This design comes from an exercise in tuning for small area, a short achievable clock period and few clock cycles on the open sky130 flow, not from production work.
Function was checked by simulation only, so behaviour that the tests miss may differ from the original.
Power is estimated from default activity; no workload was simulated.

## design.v

```verilog
module Top(CLK, SLOW_CLOCK_STRB, ARST_L, SYS_OUT, OUT_VALID, MEM_ADDR, MEM_WDATA, MEM_WE, MEM_RDATA);
input CLK, SLOW_CLOCK_STRB, ARST_L;
output reg [15:0] SYS_OUT;
output reg OUT_VALID;
output [7:0] MEM_ADDR;
output [15:0] MEM_WDATA;
output MEM_WE;
input [15:0] MEM_RDATA;
wire en = SLOW_CLOCK_STRB;
reg [15:0] r0, r1, r2, r3;
reg [3:0] flags;           
reg [7:0] pcd;             
reg dv;                    
reg [15:0] ir;             
reg iv;                    
reg ldp;                   
reg [1:0] ldx;             
reg rf;                    
wire [3:0] op = ir[15:12];
wire [1:0] fx = ir[11:10];
wire [1:0] fy = ir[9:8];
wire [1:0] fd = ir[7:6];
wire [7:0] imm = ir[7:0];
wire ex = iv & ~ldp;
wire is_ldr = (op == 4'h0);
wire is_str = (op == 4'h1);
wire is_mov = (op == 4'h2) & (fx == 2'b00);
wire is_alu = (op >= 4'h4) & (op <= 4'h9);
wire is_br  = (op == 4'hE);
wire is_out = (op == 4'hF);
reg [15:0] a, b;
always @(*) begin
    case (fx)
        2'd0: a = r0;
        2'd1: a = r1;
        2'd2: a = r2;
        default: a = r3;
    endcase
    case (fy)
        2'd0: b = r0;
        2'd1: b = r1;
        2'd2: b = r2;
        default: b = r3;
    endcase
end
wire fN = flags[3], fZ = flags[2], fC = flags[1], fV = flags[0];
reg cond;
always @(*) begin
    case (ir[11:8])
        4'h0: cond = 1'b1;
        4'h1: cond = fZ;
        4'h2: cond = ~fZ;
        4'h3: cond = fC;
        4'h4: cond = ~fC;
        4'h5: cond = fN;
        4'h6: cond = ~fN;
        4'h7: cond = fV;
        4'h8: cond = ~fV;
        4'h9: cond = ~fZ & fC;
        4'hA: cond = fZ | fC;
        4'hB: cond = (fN == fV);
        4'hC: cond = (fN != fV);
        4'hD: cond = (fN == fV) & ~fZ;
        4'hE: cond = (fN != fV) & fZ;
        default: cond = 1'b0;
    endcase
end
wire taken = ex & is_br & cond;
wire memop = ex & (is_ldr | is_str);
wire sub = (op == 4'h5);
wire [16:0] sum = {1'b0, a} + {1'b0, b ^ {16{sub}}} + {16'b0, sub};
wire big = |b[15:4];
wire [15:0] shl = big ? 16'h0000 : (a << b[3:0]);
wire [15:0] shr = big ? 16'h0000 : (a >> b[3:0]);
wire [15:0] prod = a[7:0] * b[7:0];
reg [15:0] res;
always @(*) begin
    case (op)
        4'h4, 4'h5: res = sum[15:0];
        4'h6: res = shl;
        4'h9: res = prod;
        default: res = shr;
    endcase
end
wire cmp_op = (op == 4'h6) | (op == 4'h9);
wire c_flag = (op == 4'h4) ? sum[16] : cmp_op ? ((res < a) | (res < b)) : 1'b0;
wire v_flag = ((op == 4'h4) | cmp_op) ? (a[15] ^ b[15] ^ res[15]) : 1'b0;
wire [3:0] new_flags = {res[15], res == 16'h0000, c_flag, v_flag};
wire [15:0] wval = is_mov ? {8'h00, imm} : res;
wire [1:0] wsel = is_mov ? fy : fd;
wire wr_ex = ex & (is_alu | is_mov);
wire [7:0] fetch_addr = pcd + {7'b0, ~rf};
assign MEM_ADDR = memop ? b[7:0] : taken ? imm : fetch_addr;
assign MEM_WE = ex & is_str;
assign MEM_WDATA = a;
wire str_hit = ex & is_str & dv & (b[7:0] == pcd);
always @(posedge CLK, negedge ARST_L) begin
    if (!ARST_L) begin
        r0 <= 16'h0; r1 <= 16'h0; r2 <= 16'h0; r3 <= 16'h0;
    end else if (en) begin
        if ((wr_ex && wsel == 2'd0) || (ldp && ldx == 2'd0)) r0 <= ldp ? MEM_RDATA : wval;
        if ((wr_ex && wsel == 2'd1) || (ldp && ldx == 2'd1)) r1 <= ldp ? MEM_RDATA : wval;
        if ((wr_ex && wsel == 2'd2) || (ldp && ldx == 2'd2)) r2 <= ldp ? MEM_RDATA : wval;
        if ((wr_ex && wsel == 2'd3) || (ldp && ldx == 2'd3)) r3 <= ldp ? MEM_RDATA : wval;
    end
end
always @(posedge CLK, negedge ARST_L) begin
    if (!ARST_L) begin
        flags <= 4'h0;
        pcd <= 8'hFF;
        dv <= 1'b0;
        iv <= 1'b0;
        ldp <= 1'b0;
        rf <= 1'b0;
        SYS_OUT <= 16'h0;
    end else if (en) begin
        if (ex & is_alu) flags <= new_flags;
        if (!memop) pcd <= MEM_ADDR;
        dv <= ~memop;
        if (!iv || ex) iv <= dv & ~taken & ~str_hit;
        ldp <= ex & is_ldr;
        rf <= str_hit;
        if (ex & is_out) SYS_OUT <= (fx == 2'b00) ? b : 16'h0000;
    end
end
always @(posedge CLK) begin
    if (en) begin
        if (!iv || ex) ir <= MEM_RDATA;
        if (ex) ldx <= fx;
    end
end
always @(posedge CLK, negedge ARST_L) begin
    if (!ARST_L)
        OUT_VALID <= 1'b0;
    else
        OUT_VALID <= ex & is_out & en;
end
endmodule
```

## run.sh

```bash
#!/bin/bash
# synth_recipe.tcl (not shown) runs the flow's synth.tcl, then flattens the netlist and writes it again
# the make line also repeats each setting of config.mk as NAME=value (left out here)
make -C /OpenROAD-flow-scripts/flow DESIGN_CONFIG=/design/flow/config.mk WORK_HOME=/design/flow/orfs CLKGATE_MAP_FILE= SYNTH_SCRIPT=/design/flow/synth_recipe.tcl finish
```

## config.mk

```make
export PLATFORM = sky130hd
export DESIGN_NAME = Top
export DESIGN_NICKNAME = Top
export VERILOG_FILES = /design/flow/design.v
export SDC_FILE = /design/flow/constraint.sdc
export NUM_CORES = 4
export LEC_CHECK = 0
export CAP_MARGIN = 20
export CORE_MARGIN = 2
export CORE_UTILIZATION = 40
export SLEW_MARGIN = 20
```

## constraint.sdc

```tcl
create_clock -name core_clock -period 10.0 [get_ports {CLK}]
set_input_delay 2.0000 -clock core_clock [delete_from_list [all_inputs] [get_ports {CLK}]]
set_output_delay 2.0000 -clock core_clock [all_outputs]
set_load 0.01 [all_outputs]
```

==> results.toml <==
[floorplan]
rows = 62
io_pins = 61
core-area_um2 = 28550
die-area_um2 = 30260
initial_utilization = 0.4048
die_w_um = 174.0
dieHeight_um = 174.0

[worst_setup_path]
worst_path_max_delay_cell = "edfxtp_1"
cp_max_fo = 20
critical_path_arrival_ns = 8.49
end_kind = "register"
slowest_delay_ns = 0.98
crit_top_cell = "fa_1"
cp-start-kind = "register"
worstPathCellList = "mux4_2, inv_1, nor2_1, fa_1, fa_1, fa_1, inv_1, fa_1, inv_1, ha_1, or2_2, o311a_1, a41oi_1, nor2b_1, xor2_1, o22ai_1, or3_1, ha_1, a21o_1, a21oi_1, o21ai_0, nor4_1, o221ai_1, nand3_1"
crit_buf_inv = 3
crit_family = "adder cells"
required_ns = 10.35
critPathKind = "register to register"

[sta]
hold_violations = 0
worstMarginPinSlew_ns = 1.200
maxSlewHeadroom = 0.1792
fmax_mhz = 122.7
fin_worst_skew_ns = 0.01485
finalCritPeriodShare = 0.8147
finalSetupViolCount = 0
final.min_clock_period_ns = 8.147
fin_setup_tns_ns = 0
rsz0062_at_grt = "false"
drv_slew = 0

[clock_tree]
path_clk_slew_ns = 0.06
cts_resized = 0
htree_levels = 4
root_buffer = "clkbuf_16"
cts_tree = "built"
cts_buffers = 17
postCtsHoldBufs = 0
clock_latency_ns = 0.42
cts_sinks = 115
clockBufferDepth = 2
cts_setup_buffers = 0

[drt]
num_vias = 10330
wire_per_inst_um = 22.93
ant_nets = 0
vias_per_cell = 6.111
wirelength_mm = 38.75
drc = 0
first_iter_violations = 1028
drtPass1Iterations = 5

[global_routing]
grt_util_all_layers = 0.2574
grt_max_degree = 63
overflow = 0
grt_pass1_wl_mm = 60.13
antenna_found_initial = 0
grt_pass1_vias = 9990

[logic_synthesis]
yosysMostFrequentCell = "nand2_1"
synth_edf_count = 18
synth-compound-area-share = 0.1825
synth_commonest_cells = "nand2_1, nor2_1, inv_1"
ys_warn_count = 1
synth.avg_cell_area_um2 = 8.999
ys_types = 82
synth_top_family_by_area = "compound AO/OA/AOI/OAI gates"
ys.flop_type = "dfrtp_1"
synthAdderAreaFrac = 0.1540
synth_top_area_cell = "dfrtp_1"
synth_top_area_share = 0.1927
synthSimpleGateAreaFrac = 0.1515
syn-cell-area_um2 = 11550
synthXorXnorAreaFrac = 0.03790
ys_seq_area_frac = 0.2577
synth_mux_area_frac = 0.1505
synth_seq_cells = 115
syn_inst = 1284
ys_async_sr_fraction = 0.8435
synth_nets = 1423
synth_area_leaders = "dfrtp_1, ha_1, mux4_2, fa_1, edfxtp_1"

[outcome]
outcome = "timing/DRC/antenna clean"

[cells_and_area]
area_growth_pct = 12.53
antenna_cells = 0
multiInputGateArea_um2 = 7840
drive_gt1_frac = 0.1064
seq_area_um2 = 2978
layout.cells.non_filler = 1690
fillerInstances = 2848
final_nets = 1432
utilization = 0.4555

[place]
dpl.hpwl_mm = 28.09
numPortBuffers = 60
dp.cells = 1657
gp_congestion = 0.9611

[hold_path]
holdCritPathClass = "register to register"

[job]
maxCapViolCount = 0

[power]
max-vdd-ir-drop_mv = 0.1369
power_density_nw_per_um2 = 285.4
p_leak_uw = 0.005605
==> where the power goes <==
part / internal, uW / total (uW) / switching (uW)
logic: 909 / 2350 / 1440
clock network: 397 / 623 / 226
registers: 616 / 736 / 120
total: 1920 / 3710 / 1790
==> through the flow <==
stage / total power (uW) / instance area, um2 / hold slack, ns / worst slack (ns)
2_1_floorplan: 2326 / 11550 / 0.4244 / 2.988
3_3_place_gp: 3013 / 12360 / 0.4775 / 1.949
3_5_place_dp: 3034 / 12370 / 0.4858 / 1.754
4_1_cts: 3677 / 12980 / 0.4990 / 1.722
5_1_grt: 3962 / 13000 / 0.5319 / 1.386
6_report: 3711 / 13000 / 0.4980 / 1.853
==> flip-flops by register name (all words and copies together) (netlist names) <==
signal	count
pcd	8
rf	1
r0	16
OUT_VALID	1
ir	16
r1	16
SYS_OUT	16
iv	1
flags	4
ldp	1
ldx	2
r3	16
r2	16
dv	1
==> worst min-delay path, cell delays in order, from the launching register on <==
cell	delay (ns)
dfrtp_1	0.35
nand2_1	0.05
o21ai_0	0.06
==> worst paths after layout <==
path | depth (start not counted) | from | slack, ns | endpoint
min reg2reg | 2 | r3[8] | 0.50 | r3[8]
max in group asynchronous | 2 | ARST_L | 7.22 | r0[12]
max | 24 | ir[10] | 1.85 | flags[1]
max reg2reg | 24 | ir[10] | 1.85 | flags[1]
min in group asynchronous | 1 | ARST_L | 1.54 | SYS_OUT[2]
min | 2 | r3[8] | 0.50 | r3[8]
==> layout make-up <==
class | count | area share
Tap cell | 384 | 0.03695
Timing Repair Buffer | 74 | 0.05523
Multi-Input combinational cell | 984 | 0.6030
Clock inverter | 11 | 0.009527
Inverter | 101 | 0.02916
Clock buffer | 21 | 0.03714
Sequential cell | 115 | 0.2290
==> cell usage in the layout, fill, tap and decap left out, types with 6 or more instances in the layout <==
master           instances
a211oi_1                18
a22oi_1                 12
nand3_1                 23
mux2_2                  28
edfxtp_1                18
inv_1                   95
and2_1                  17
dfrtp_1                 89
a21o_1                  14
a21oi_1                 59
nand4_1                 14
fa_1                    37
a22o_1                  19
o211ai_1                10
nor3b_1                  6
or2_2                    6
and3_1                   6
nor3_1                  17
nor2_1                 106
dfstp_2                  8
xor2_1                  11
nor4_1                   6
mux2i_1                 46
buf_4                   13
nand2b_1                 9
mux4_2                  37
xnor2_1                 39
or4_1                    6
o21ai_0                 94
or3_1                    7
nor2b_1                 13
ha_1                    83
clkdlybuf4s50_1         59
clkbuf_16               19
nand2_1                124
o22ai_1                 14
a31oi_1                  7
==> cells by family after synthesis <==
logic type / Yosys count
AOI/OAI and AO/OA: 320
xor gates and xnor gates: 50
buffers and inverters: 185
and+or+nand+nor: 373
DFF: 115
adders and majority gates: 120
muxes: 121
==> routing by layer <==
metal  vias to the layer above  GRT usage  part of all wire
li1                       4670          -                 -
met1                      5108     0.3640              0.44
met2                       489     0.4079              0.46
met3                        61    0.04046             0.069
met4                         0    0.07668             0.024
met5                         -          0                 0
Testbench counts, summed over its fixed seeds: cycles 58,587.

[static timing again, ports no longer ideal]
No port has a modelled driver above. Below, the same layout with a new extraction and two added sets of constraints. Step 1: set_driving_cell puts a clkbuf_16 on CLK and a buf_2 on each other input, an assumption about the parent block. Step 2, shift: input delay + t, output delay - t, t = (earliest + latest rising clock arrival at the registers) / 2. This alone moves slack from input paths to output paths. a / b / c = ideal / step 1 / step 2; a / b = the first two.
t (ns): 0.457
slack for setup (ns): 1.853 / 1.853 / 1.853
hold WS [ns]: 0.498 / 0.498 / 0.498
worst setup path at the end: register to register
cell pins on the clock port's net: 1
After both steps setup and hold are still met in this run. The setup slack of this run moves by 0.000 ns with the drivers and by 0.000 ns with both steps.
